What follows belongs to an exercise in optimizing a design on an open flow for a short achievable clock period and few clock cycles; a production flow would make more cautious choices.
Where RTL was checked, it was by simulation tests only, not by an equivalence proof against the original.
Power and IR drop assume default switching activity.

Design cpu, start of the top module:
module cpu(clock,reset,imem_addr,imem_data,dmem_addr,dmem_we,dmem_wdata,dmem_rdata);
    input clock;
    input reset;
    output [11:0]imem_addr;
    input [15:0]imem_data;
    output [11:0]dmem_addr;
    output dmem_we;
    output [15:0]dmem_wdata;
    input [15:0]dmem_rdata;
    function [7:0] onehot(input [2:0] a);
        onehot = 8'd1 << a;
    endfunction
    reg [15:0] pc;
    reg [15:0] ir;           
    reg        ir_v;
    reg [15:0] di;           
    reg [7:0]  d_s1, d_s2, d_sd;     
    reg [7:0]  d_rd;                 
    reg        d_br, d_ld, d_st, d_shift, d_imm;
    reg        d_bz, d_bg, d_bl;     
    reg        d_bp;                 
    reg        d_dec;                
    reg        d_fdec;               
    reg [8:0]  d_sel;                
    reg        d_e1, d_e2, d_ed;     
    reg        d_w1, d_w2, d_wd;     
    reg        stall;
    reg        e_v;          
    reg [7:0]  e_rd;         
    reg        e_ld;
    reg        e_st;
    reg [15:0] e_a, e_b;
    reg [15:0] e_sa;         
    reg [7:0]  e_sh;         
    reg [11:0] e_addr;
  ...
Settings: LEC_CHECK=0, CAP_MARGIN=20, CORE_MARGIN=2, CORE_UTILIZATION=50, PLACE_DENSITY=0.7, SETUP_SLACK_MARGIN=5, SLEW_MARGIN=20, SYNTH_HIERARCHICAL=1; clock period 8.0 ns.
standard.sh (not shown) runs the stock make flow with config.mk's settings and CLKGATE_MAP_FILE= SYNTH_SCRIPT=/design/flow/synth_recipe.tcl, a recipe that flattens the netlist after the stock synthesis.
==> flow/flow/run.sh <==
#!/bin/bash
# The standard layout (standard.sh), with these changes to how it is made:
#  - ORFS's full/half-adder extraction is off, so ABC maps the adders itself;
#  - ABC does not use a few weak cells (flow/my_synth.tcl);
set -o pipefail
export FLOW_SYNTH_TCL=$PWD/synth_recipe.tcl
bash standard.sh ADDER_MAP_FILE= SETUP_SLACK_MARGIN=6 SYNTH_SCRIPT=$PWD/flow/my_synth.tcl finish > standard.log 2>&1
==> flow/flow/my_synth.tcl <==
# The standard flow's synthesis script (synth_recipe.tcl), with ABC told not to use some
# slow or weak cells: a222oi_1 (made in one size only), the _0 drive-strength
# cells, mux4, or4, a221o and a211o. Flip-flops are mapped before ABC runs, so
# the registers are the same.
proc abc {args} {
  foreach c {sky130_fd_sc_hd__a222oi_1 sky130_fd_sc_hd__*_0 sky130_fd_sc_hd__mux4*
             sky130_fd_sc_hd__or4* sky130_fd_sc_hd__a221o* sky130_fd_sc_hd__a211o_*} {
    lappend args -dont_use $c
  }
  yosys abc {*}$args
}
source $::env(FLOW_SYNTH_TCL)
Testbench counts at the start, summed over its fixed seeds: cycles 32,740.
==> next run, changes <==
--- a/flow/design.v
+++ b/flow/design.v
@@ -63,27 +63,30 @@
              .rdata(dmem_rdata), .v1(v1_noe), .v2(v2_noe), .vd(vd_noe), .imm(imm),
              .f1(d_e1), .f2(d_e2), .fd(d_ed), .use_imm(d_imm), .shift(d_shift),
              .eval(eval), .n_a(n_ea), .n_b(n_eb), .n_sa(n_esa), .n_sh(n_esh), .n_sd(n_esd));
     wire ez   = (e_a == 16'd0);
     wire es   = e_a[15];
     wire eact = (e_cz & ez) | (e_cg & ~es & ~ez) | (e_cl & (es | ez));
     wire miss = e_br & (eact ^ e_pred);
     wire zdec  = (e_a == 16'd1);
     wire sdec  = (e_a == 16'd0) | (e_a[15] & (e_a[14:0] != 15'd0));
     wire zero1 = d_fdec ? zdec : d_w1 ? (w_val == 16'd0) : rz1;
-    wire sign1 = d_fdec ? sdec : v1_noe[15];
+    wire srf   = |(d_s1[7:1] & {r7[15], r6[15], r5[15], r4[15], r3[15], r2[15], r1[15]});
+    wire sign1 = d_fdec ? sdec : d_w1 ? w_val[15] : srf;
     wire pred  = imm[15];                           
-    wire go_br = ir_v & ((d_bz & zero1) | (d_bg & ~sign1 & ~zero1) |
-                         (d_bl & (sign1 | zero1)) | d_bp);
+    wire go_br = ir_v & (zero1 ? (d_bz | d_bl | d_bp) :
+                         sign1 ? (d_bl | d_bp) : (d_bg | d_bp));
     wire [15:0] pc_seq, pc_br;
     ks16 add_seq (.a(pc), .b(16'd2), .ci(1'b0), .s(pc_seq));
     ks16 add_br  (.a(pc), .b(imm),   .ci(1'b0), .s(pc_br));
+    wire [15:0] pc_base = miss ? e_alt : (stall ? pc : pc_seq);
+    wire [15:0] pc_next = (go_br & ~miss) ? pc_br : pc_base;
     wire [15:0] nx   = stall ? ir : imem_data;
     wire [3:0] n_op  = nx[15:12];
     wire [7:0] n_s1  = onehot(nx[8:6]);
     wire [7:0] n_s2  = onehot(nx[5:3]);
     wire [7:0] n_sd  = onehot(nx[11:9]);
     wire       n_wen = ~n_op[3] | (n_op == 4'd8) | (n_op == 4'd9) | (n_op == 4'd10);
     wire [8:0] n_sel;
     assign n_sel[0] = (n_op == 4'd1) | (n_op == 4'd9);
     assign n_sel[1] = (n_op == 4'd2);
     assign n_sel[2] = (n_op == 4'd3);
@@ -95,30 +98,33 @@
     assign n_sel[8] = (n_op == 4'd0);
     wire [7:0] d_rdgo = d_rd & {8{ir_v}};
     wire [3:0] i_op  = imem_data[15:12];
     wire [7:0] i_s1  = onehot(imem_data[8:6]);
     wire [7:0] i_s2  = onehot(imem_data[5:3]);
     wire [7:0] i_sd  = onehot(imem_data[11:9]);
     wire       i_mem = (i_op == 4'd10) | (i_op == 4'd11);
     wire       i_br  = i_op[3] & i_op[2];
     wire       i_e1  = |(i_s1 & d_rdgo);
     wire       i_res = ~i_e1 | d_dec;
-    wire       pre0   = (pc == 16'd0) & ~stall & ~ir_v & ~e_v & ~w_v;
+    reg        rst1, rst2;   
     always @(posedge clock) begin
+        rst1 <= reset;
+        rst2 <= rst1;
+    end
+    wire       pre0   = rst1 & ~rst2 & (pc == 16'd0) & ~stall & ~ir_v & ~e_v & ~w_v;
+    always @(posedge clock) begin
+        pc <= reset ? 16'd0 : pc_next;
         if (reset) begin
-            pc    <= 16'd0;
             ir_v  <= pre0;
         end else if (miss) begin
-            pc    <= e_alt;
             ir_v  <= 1'b0;
         end else if (!stall) begin
-            pc    <= go_br ? pc_br : pc_seq;
             ir_v  <= 1'b1;
         end
         stall <= ~reset & ~stall & i_e1 & i_mem;
         if (reset & pre0) pc[1] <= 1'b1;
         if (!stall) ir <= imem_data;
         di      <= nx;
         d_s1    <= n_s1;
         d_s2    <= n_s2;
         d_sd    <= n_sd;
         d_rd    <= n_sd & {{7{n_wen}}, 1'b0};
=> Setup slack is about the same; worst hold slack gets better by 0.0041 ns; first-iteration DRC count goes down by about 6%; wire length came out lower by about 0.3%; synthesized area climbs by 0.76%.
Testbench counts after the change, summed over its fixed seeds: cycles 32,740.

* * *

Setup of run a:
cpu, a different RTL version from the one above (not shown whole).
Size in the first run: about 2300 cells after synthesis, about 75 I/O pins, about 0.022 sq mm of cells after synthesis.
export LEC_CHECK = 0
export CAP_MARGIN = 20
export CORE_MARGIN = 2
export CORE_UTILIZATION = 50
export PLACE_DENSITY = 0.7
export SETUP_SLACK_MARGIN = 5
export SLEW_MARGIN = 20
export SYNTH_HIERARCHICAL = 1
create_clock -name core_clock -period 8.0 [get_ports {clock}]
Scripts as last shown in full above: flow/flow/run.sh, flow/flow/my_synth.tcl
Testbench counts of run a, summed over its fixed seeds: cycles 32,739.
Inputs modified between run a and run b:
diff --git a/flow/design.v b/flow/design.v
--- a/flow/design.v
+++ b/flow/design.v
@@ -90,38 +90,36 @@
     assign n_sel[2] = (n_op == 4'd3);
     assign n_sel[3] = (n_op == 4'd4);
     assign n_sel[4] = (n_op == 4'd5);
     assign n_sel[5] = (n_op == 4'd6);
     assign n_sel[6] = (n_op == 4'd7);
     assign n_sel[7] = (n_op == 4'd8);
     assign n_sel[8] = (n_op == 4'd0);
     wire [7:0] d_rdgo = d_rd & {8{ir_v}};
     wire       n_e1   = |(n_s1 & d_rdgo);
     wire       n_res  = ~n_e1 | (~stall & d_dec);
-    wire       pre0   = (pc == 16'd0) & ~stall & ~ir_v & ~e_v & ~w_v;
     always @(posedge clock) begin
         if (reset) begin
             pc    <= 16'd0;
-            ir_v  <= pre0;
+            ir_v  <= 1'b0;
             stall <= 1'b0;
         end else if (miss) begin
             pc    <= e_alt;
             ir_v  <= 1'b0;
             stall <= 1'b0;
         end else if (!stall) begin
             pc    <= go_br ? pc_br : pc_seq;
             ir_v  <= 1'b1;
             stall <= n_e1 & n_mem;
         end else begin
             stall <= 1'b0;
         end
-        if (reset & pre0) pc[1] <= 1'b1;
         if (!stall) ir <= imem_data;
         di      <= nx;
         d_s1    <= n_s1;
         d_s2    <= n_s2;
         d_sd    <= n_sd;
         d_rd    <= n_sd & {{7{n_wen}}, 1'b0};
         d_br    <= n_op[3] & n_op[2];
         d_bz    <= n_op[3] & n_op[2] & n_res & (nx[10:9] == 2'b00);
         d_bg    <= n_op[3] & n_op[2] & n_res & (nx[10:9] == 2'b01);
         d_bl    <= n_op[3] & n_op[2] & n_res & (nx[10:9] == 2'b10);
Results
- Diff run a -> run b | half-perimeter wire length after detailed placement | down by a few percent
- Synthesized cell count on run b is down relative to run a.
- Fraction of met2 tracks used by global routing in run b is 0.59 points below run a.
- [compare] base=run a new=run b: total power divided by cell area went down by 11 mW/mm^2, wire length of the first global-routing pass moved down, worst setup slack after layout now sits higher.
- Run b: no failed stages, no open violations at the end
- The maximum clock frequency of run b is higher than that of run a.
- Run b reports a higher average footprint of a synthesized cell than run a does.
- Count of multi-input combinational gates delta for run b relative to run a: 131 lower
Only the layout flow was run in run b; the RTL was not checked for function there.

* * *

cpu, a different RTL version from the one above (not shown whole).
Size: ~2200 cells after synthesis, about 75 I/O pins, ~21000 µm² of cells after synthesis.
## cpu
module cpu(clock,reset,imem_addr,imem_data,dmem_addr,dmem_we,dmem_wdata,dmem_rdata);
==> flow/config.mk <==
export PLATFORM = sky130hd
export DESIGN_NAME = cpu
export DESIGN_NICKNAME = cpu
export VERILOG_FILES = /design/flow/design.v
export SDC_FILE = /design/flow/constraint.sdc
export NUM_CORES = 4
export LEC_CHECK = 0
export CAP_MARGIN = 20
export CORE_MARGIN = 2
export CORE_UTILIZATION = 50
export PLACE_DENSITY = 0.7
export SETUP_SLACK_MARGIN = 5
export SLEW_MARGIN = 20
export SYNTH_HIERARCHICAL = 1
==> flow/constraint.sdc <==
create_clock -name core_clock -period 8.0 [get_ports {clock}]
set_input_delay 1.6000 -clock core_clock [delete_from_list [all_inputs] [get_ports {clock}]]
set_output_delay 1.6000 -clock core_clock [all_outputs]
set_load 0.01 [all_outputs]
Scripts as last shown in full above: flow/flow/run.sh, flow/flow/my_synth.tcl
The starting point completed without violations.
Testbench counts at the start, summed over its fixed seeds: cycles 32,923.
==> next run, changes <==
--- a/flow/design.v
+++ b/flow/design.v
@@ -94,16 +94,22 @@
     assign n_sel[6] = (n_op == 4'd7);
     assign n_sel[7] = (n_op == 4'd8);
     assign n_sel[8] = (n_op == 4'd0);
     wire [7:0] d_rdgo = d_rd & {8{ir_v}};
     wire       n_e1   = |(n_s1 & d_rdgo);
     wire       n_res  = ~n_e1 | (~stall & d_dec);
+    wire       pre0   = (pc == 16'd0) & ~stall & ~ir_v & ~e_v & ~w_v;
     always @(posedge clock) begin
         if (reset) begin
-            pc    <= 16'd0;
-            ir_v  <= 1'b0;
+            if (pre0) begin
+                pc   <= 16'd2;
+                ir_v <= 1'b1;
+            end else begin
+                pc   <= 16'd0;
+                ir_v <= 1'b0;
+            end
             stall <= 1'b0;
         end else if (miss) begin
             pc    <= e_alt;
             ir_v  <= 1'b0;
             stall <= 1'b0;
         end else if (!stall) begin
@@ -256,17 +262,43 @@
                 ({16{s[4]}} & x4) | ({16{s[5]}} & x5) | ({16{s[6]}} & x6) |
                 ({16{s[7]}} & x7);
     endfunction
     assign v1 = w1 ? w_val : rfsel(s1, r1, r2, r3, r4, r5, r6, r7);
     assign v2 = w2 ? w_val : rfsel(s2, r1, r2, r3, r4, r5, r6, r7);
     assign vd = wd ? w_val : rfsel(sd, r1, r2, r3, r4, r5, r6, r7);
-    wire [15:0] a_rf, a_w;
-    ks16 add_rf (.a(rfsel(s1, r1, r2, r3, r4, r5, r6, r7)), .b(imm), .ci(1'b0), .s(a_rf));
-    ks16 add_w  (.a(w_val), .b(imm), .ci(1'b0), .s(a_w));
+    wire [11:0] a_rf, a_w;
+    wire [15:0] rf1 = rfsel(s1, r1, r2, r3, r4, r5, r6, r7);
+    ks12 add_rf (.a(rf1[11:0]), .b(imm[11:0]), .s(a_rf));
+    ks12 add_w  (.a(w_val[11:0]), .b(imm[11:0]), .s(a_w));
     assign addr = w1 ? a_w[11:0] : a_rf[11:0];
 endmodule
+module ks12(a, b, s);
+    input [11:0] a, b;
+    output [11:0] s;
+    reg [11:0] g, p, g1, p1, g2, p2, g3, p3, g4;
+    integer i;
+    always @(*) begin
+        g = a & b;
+        p = a ^ b;
+        for (i = 0; i < 12; i = i + 1) begin
+            g1[i] = (i >= 1) ? (g[i]  | (p[i]  & g[i-1]))  : g[i];
+            p1[i] = (i >= 1) ? (p[i]  & p[i-1])            : p[i];
+        end
+        for (i = 0; i < 12; i = i + 1) begin
+            g2[i] = (i >= 2) ? (g1[i] | (p1[i] & g1[i-2])) : g1[i];
+            p2[i] = (i >= 2) ? (p1[i] & p1[i-2])           : p1[i];
+        end
+        for (i = 0; i < 12; i = i + 1) begin
+            g3[i] = (i >= 4) ? (g2[i] | (p2[i] & g2[i-4])) : g2[i];
+            p3[i] = (i >= 4) ? (p2[i] & p2[i-4])           : p2[i];
+        end
+        for (i = 0; i < 12; i = i + 1)
+            g4[i] = (i >= 8) ? (g3[i] | (p3[i] & g3[i-8])) : g3[i];
+    end
+    assign s = (a ^ b) ^ {g4[10:0], 1'b0};
+endmodule
 module ks16(a, b, ci, s);
     input [15:0] a, b;
     input ci;
     output [15:0] s;
     function [15:0] ksadd(input [15:0] a, input [15:0] b, input ci);
         reg [15:0] g, p, g1, p1, g2, p2, g3, p3, g4;
=> Sequential share of layout area goes down by 0.91 points. Routed wire length climbs by a little under a tenth. Fmax is lower by a few percent. Synthesized area is higher by a few percent. Clock power fell by a few percent. Cell area climbs by a few percent. Clock skew is higher by 0.017 ns. Via count goes up by a little under a tenth. Synthesized cell count increases by a few percent. Power rose by a little under a tenth. Global-route usage goes up by 1.4 points.
Testbench counts after the change, summed over its fixed seeds: cycles 32,739.

afterwards: timing with drivers on the ports:
The results above use ideal ports. As a check the final layouts listed here were re-extracted and re-timed, cells and wires unchanged. Step 1 sets driving cells, clkbuf_16 on the clock port and buf_2 on the other inputs (assumed; they add their load-dependent delay and slew). Step 2 also shifts input and output timing later by t, the mid clock arrival at the registers, as if the neighbouring blocks saw the same clock. a / b / c = ideal / step 1 / step 2; a / b = the first two.
run | t, ns | setup slack, ns | hold WS [ns] | latest minus earliest clock arrival (ns)
the first run of note 1 | 0.613 | 5.316 / 5.285 / 4.977 | 0.325 / 0.325 / 0.325 | 0.028 / 0.028
the second run of note 1 | 0.613 | 5.317 / 5.266 / 4.815 | 0.329 / 0.329 / 0.329 | 0.040 / 0.040
run a | 0.617 | 5.241 / 5.241 / 4.865 | 0.332 / 0.332 / 0.332 | 0.020 / 0.020
run b | 0.603 | 5.358 / 5.301 / 4.921 | 0.325 / 0.325 / 0.325 | 0.021 / 0.021
the first run of note 3 | 0.610 | 5.353 / 5.294 / 4.810 | 0.327 / 0.327 / 0.327 | 0.018 / 0.018
the second run of note 3 | 0.602 | 5.165 / 5.101 / 4.810 | 0.327 / 0.327 / 0.327 | 0.034 / 0.034
After both steps every run listed still meets setup and hold. The setup slack of the first run of note 3, which loses most, moves by -0.059 ns with the drivers and by -0.543 ns with both steps.
